Context: an optimization exercise on an open-source flow, tuned for small area, a short achievable clock period and few clock cycles. The choices shown serve that exercise and are no tape-out recipe.

## job 2745
==> module Cordic, before the edit <==
module Cordic #(parameter DW=16, AW=4)(
	input                  clk, rst, en,
	output                 done,
	input  signed [DW-1:0] z,
	output signed [DW-1:0] x,y);
	reg signed [15:0] X, Y;
	reg        [15:0] Z;
	reg        [3:0]  hx, lx;    
	reg        [3:0]  hy, ly;    
	reg        [3:0]  hz, lz;    
	reg               px, py;    
	reg               busy, done_r;
	wire        [15:0] AtanValue;
	AtanROM #(.DW(16)) UUT (.hi(hz), .lo(lz), .AtanValue(AtanValue));
	wire        last  = hz[3] & lz[1];           
	wire        step  = busy & ~last;
	always @ (posedge clk, posedge rst)
		if (rst) begin
			busy   <= 1'b0;
			done_r <= 1'b0;
		end else begin
			busy   <= busy ? ~last : en;
			done_r <= busy & last;
		end
	always @ (posedge clk) begin
		lx <= step ? {lx[2:0], lx[3]} : 4'b0001;
		hx <= step ? (lx[3] ? {hx[2:0], hx[3]} : hx) : 4'b0001;
		ly <= step ? {ly[2:0], ly[3]} : 4'b0001;
		hy <= step ? (ly[3] ? {hy[2:0], hy[3]} : hy) : 4'b0001;
		lz <= step ? {lz[2:0], lz[3]} : 4'b0001;
		hz <= step ? (lz[3] ? {hz[2:0], hz[3]} : hz) : 4'b0001;
	end
	function [14:0] shr(input [14:0] a, input [3:0] h1, input [3:0] l1);
		reg [14:0] s;
		begin
			s =   ({15{l1[0]}} & a)
			    | ({15{l1[1]}} & {{1{a[14]}}, a[14:1]})
			    | ({15{l1[2]}} & {{2{a[14]}}, a[14:2]})
			    | ({15{l1[3]}} & {{3{a[14]}}, a[14:3]});
			shr = ({15{h1[0]}} & s)
			    | ({15{h1[1]}} & {{4{s[14]}}, s[14:4]})
			    | ({15{h1[2]}} & {{8{s[14]}}, s[14:8]})
			    | ({15{h1[3]}} & {{12{s[14]}}, s[14:12]});
		end
	endfunction
	function [15:0] add16(input [15:0] a, input [15:0] b, input ci);
		reg [15:0] g, p, gg, pp;
		integer i, k;
		begin
			g = a & b;
			p = a ^ b;
			gg = g; pp = p;
			gg[0] = g[0] | (p[0] & ci);
			for (k = 1; k < 16; k = k * 2)
				for (i = 0; i < 16; i = i + 1)
					if (i & k) begin
						gg[i] = gg[i] | (pp[i] & gg[(i & ~(k - 1)) - 1]);
						pp[i] = pp[i] & pp[(i & ~(k - 1)) - 1];
					end
			add16 = p ^ {gg[14:0], ci};
		end
	endfunction
	wire               first = hz[0] & lz[0];       
	wire               pz  = ~Z[15];
	wire        [15:0] yc  = Y ^ {16{px}};
	wire        [15:0] xc  = X ^ {16{~py}};
	wire        [14:0] ysh = shr(yc[15:1], hx, lx);
	wire        [14:0] xsh = shr(xc[15:1], hy, ly);
	wire        [15:0] xi  = add16(X, {ysh[14], ysh}, px);
	wire        [15:0] yi  = add16(Y, {xsh[14], xsh}, ~py);
	reg         [15:0] k01;
	always @ (*)
		case ({Z[15], px})
			2'b01:   k01 = 16'h0000 - 16'h3244 - 16'h1dac;
			2'b00:   k01 = 16'h0000 - 16'h3244 + 16'h1dac;
			2'b11:   k01 = 16'h3244 - 16'h1dac;
			default: k01 = 16'h3244 + 16'h1dac;
		endcase
	wire        [15:0] zb  = first ? k01 : AtanValue ^ {16{pz}};
	wire        [15:0] zi  = add16(Z, zb, pz & ~first);
	wire               p1  = z[15] ? ($signed(z) >= -16'sh3244) : ($signed(z) >= 16'sh3244);
	wire        [15:0] zn  = busy ? zi : z;
	always @ (posedge clk) begin
		X  <= busy ? xi : 16'h26dd;
		Y  <= busy ? yi : (z[15] ? 16'hd923 : 16'h26dd);
		Z  <= zn;
		px <= busy ? ~zi[15] : p1;
		py <= busy ? ~zi[15] : p1;
	end
	assign done = done_r;
	assign x = X;
	assign y = Y;
endmodule
clock: 8.0 ns
lec_check: 0
abc_area: 1
cap_margin: 20
core_margin: 2
core_utilization: 40
setup_slack_margin: 4
slew_margin: 20
run.sh (not shown) runs the stock make flow with config.mk's settings and CLKGATE_MAP_FILE= SYNTH_SCRIPT=/design/flow/synth_recipe.tcl, a recipe that flattens the netlist after the stock synthesis.
--- input diff job 2745..job 263 ---
--- a/flow/design.v
+++ b/flow/design.v
@@ -83,37 +83,27 @@
 						gg[i] = gg[i] | (pp[i] & gg[(i & ~(k - 1)) - 1]);
 						pp[i] = pp[i] & pp[(i & ~(k - 1)) - 1];
 					end
 			add16 = p ^ {gg[14:0], ci};
 		end
 	endfunction
-	wire               first = hz[0] & lz[0];       
 	wire               pz  = ~Z[15];
 	wire        [15:0] yc  = Y ^ {16{px}};
 	wire        [15:0] xc  = X ^ {16{~py}};
 	wire        [14:0] ysh = shr(yc[15:1], hx, lx);
 	wire        [14:0] xsh = shr(xc[15:1], hy, ly);
 	wire        [15:0] xi  = add16(X, {ysh[14], ysh}, px);
 	wire        [15:0] yi  = add16(Y, {xsh[14], xsh}, ~py);
-	reg         [15:0] k01;
-	always @ (*)
-		case ({Z[15], px})
-			2'b01:   k01 = 16'h0000 - 16'h3244 - 16'h1dac;
-			2'b00:   k01 = 16'h0000 - 16'h3244 + 16'h1dac;
-			2'b11:   k01 = 16'h3244 - 16'h1dac;
-			default: k01 = 16'h3244 + 16'h1dac;
-		endcase
-	wire        [15:0] zb  = first ? k01 : AtanValue ^ {16{pz}};
-	wire        [15:0] zi  = add16(Z, zb, pz & ~first);
-	wire               p1  = z[15] ? ($signed(z) >= -16'sh3244) : ($signed(z) >= 16'sh3244);
-	wire        [15:0] zn  = busy ? zi : z;
+	wire        [15:0] zi  = add16(Z, AtanValue ^ {16{pz}}, pz);
+	wire        [15:0] z0  = z[15] ? z + 16'h3244 : z - 16'h3244;
+	wire        [15:0] zn  = busy ? zi : z0;
 	always @ (posedge clk) begin
 		X  <= busy ? xi : 16'h26dd;
 		Y  <= busy ? yi : (z[15] ? 16'hd923 : 16'h26dd);
 		Z  <= zn;
-		px <= busy ? ~zi[15] : p1;
-		py <= busy ? ~zi[15] : p1;
+		px <= ~zn[15];
+		py <= ~zn[15];
 	end
 	assign done = done_r;
 	assign x = X;
 	assign y = Y;
 endmodule
### Flow results
Re synthesis-to-finish area growth: job 263 is 0.66 points down on job 2745. met3 layer wire length in the routed design of job 263 falls short of that of job 2745 by more than 10%. Final layout net count (lower): job 2745. Job 263 vs job 2745 on design area: job 263 is the higher one. When the final numbers for job 263 and job 2745 were put side by side, the setup slack after layout turned out to be smaller in job 263. Summary of job 263 over job 2745: via count higher, synthesized area rose by 4.7%, routing usage on met2 has decreased. Job 263 vs. job 2745: fraction of layout instances using a drive strength above 1 went up by 0.73 points; overall fraction of global-route tracks in use shows a reduction of 1.3 points.
Function was not checked in any run of this note: the RTL went through the layout flow alone.

==> port drivers added, routing unchanged <==
The results above use ideal ports. As a check the final layouts listed here were re-extracted and re-timed, cells and wires unchanged.
Step 1 assumes that a clkbuf_16 drives the clock port and a buf_2 every other input.
Step 2, shift: input delay + t, output delay - t, t = (earliest + latest rising clock arrival at the registers) / 2. This alone moves slack from input paths to output paths.
a / b / c = no drivers / after step 1 / after step 2; a / b = the first two.
run	t, ns	slack for setup (ns)	worst setup path after step 2	worst slew at a driven data input, ns	cell pins on the clock port's net
job 2745	0.385	4.417 / 4.417 / 4.417	register to register	0.03	1
job 263	0.387	4.380 / 4.380 / 4.221	input to register	0.04	1
After both steps every run listed still meets setup and hold. For job 263, which loses most, drivers alone change the setup slack by 0.000 ns; drivers and shift together by -0.159 ns.
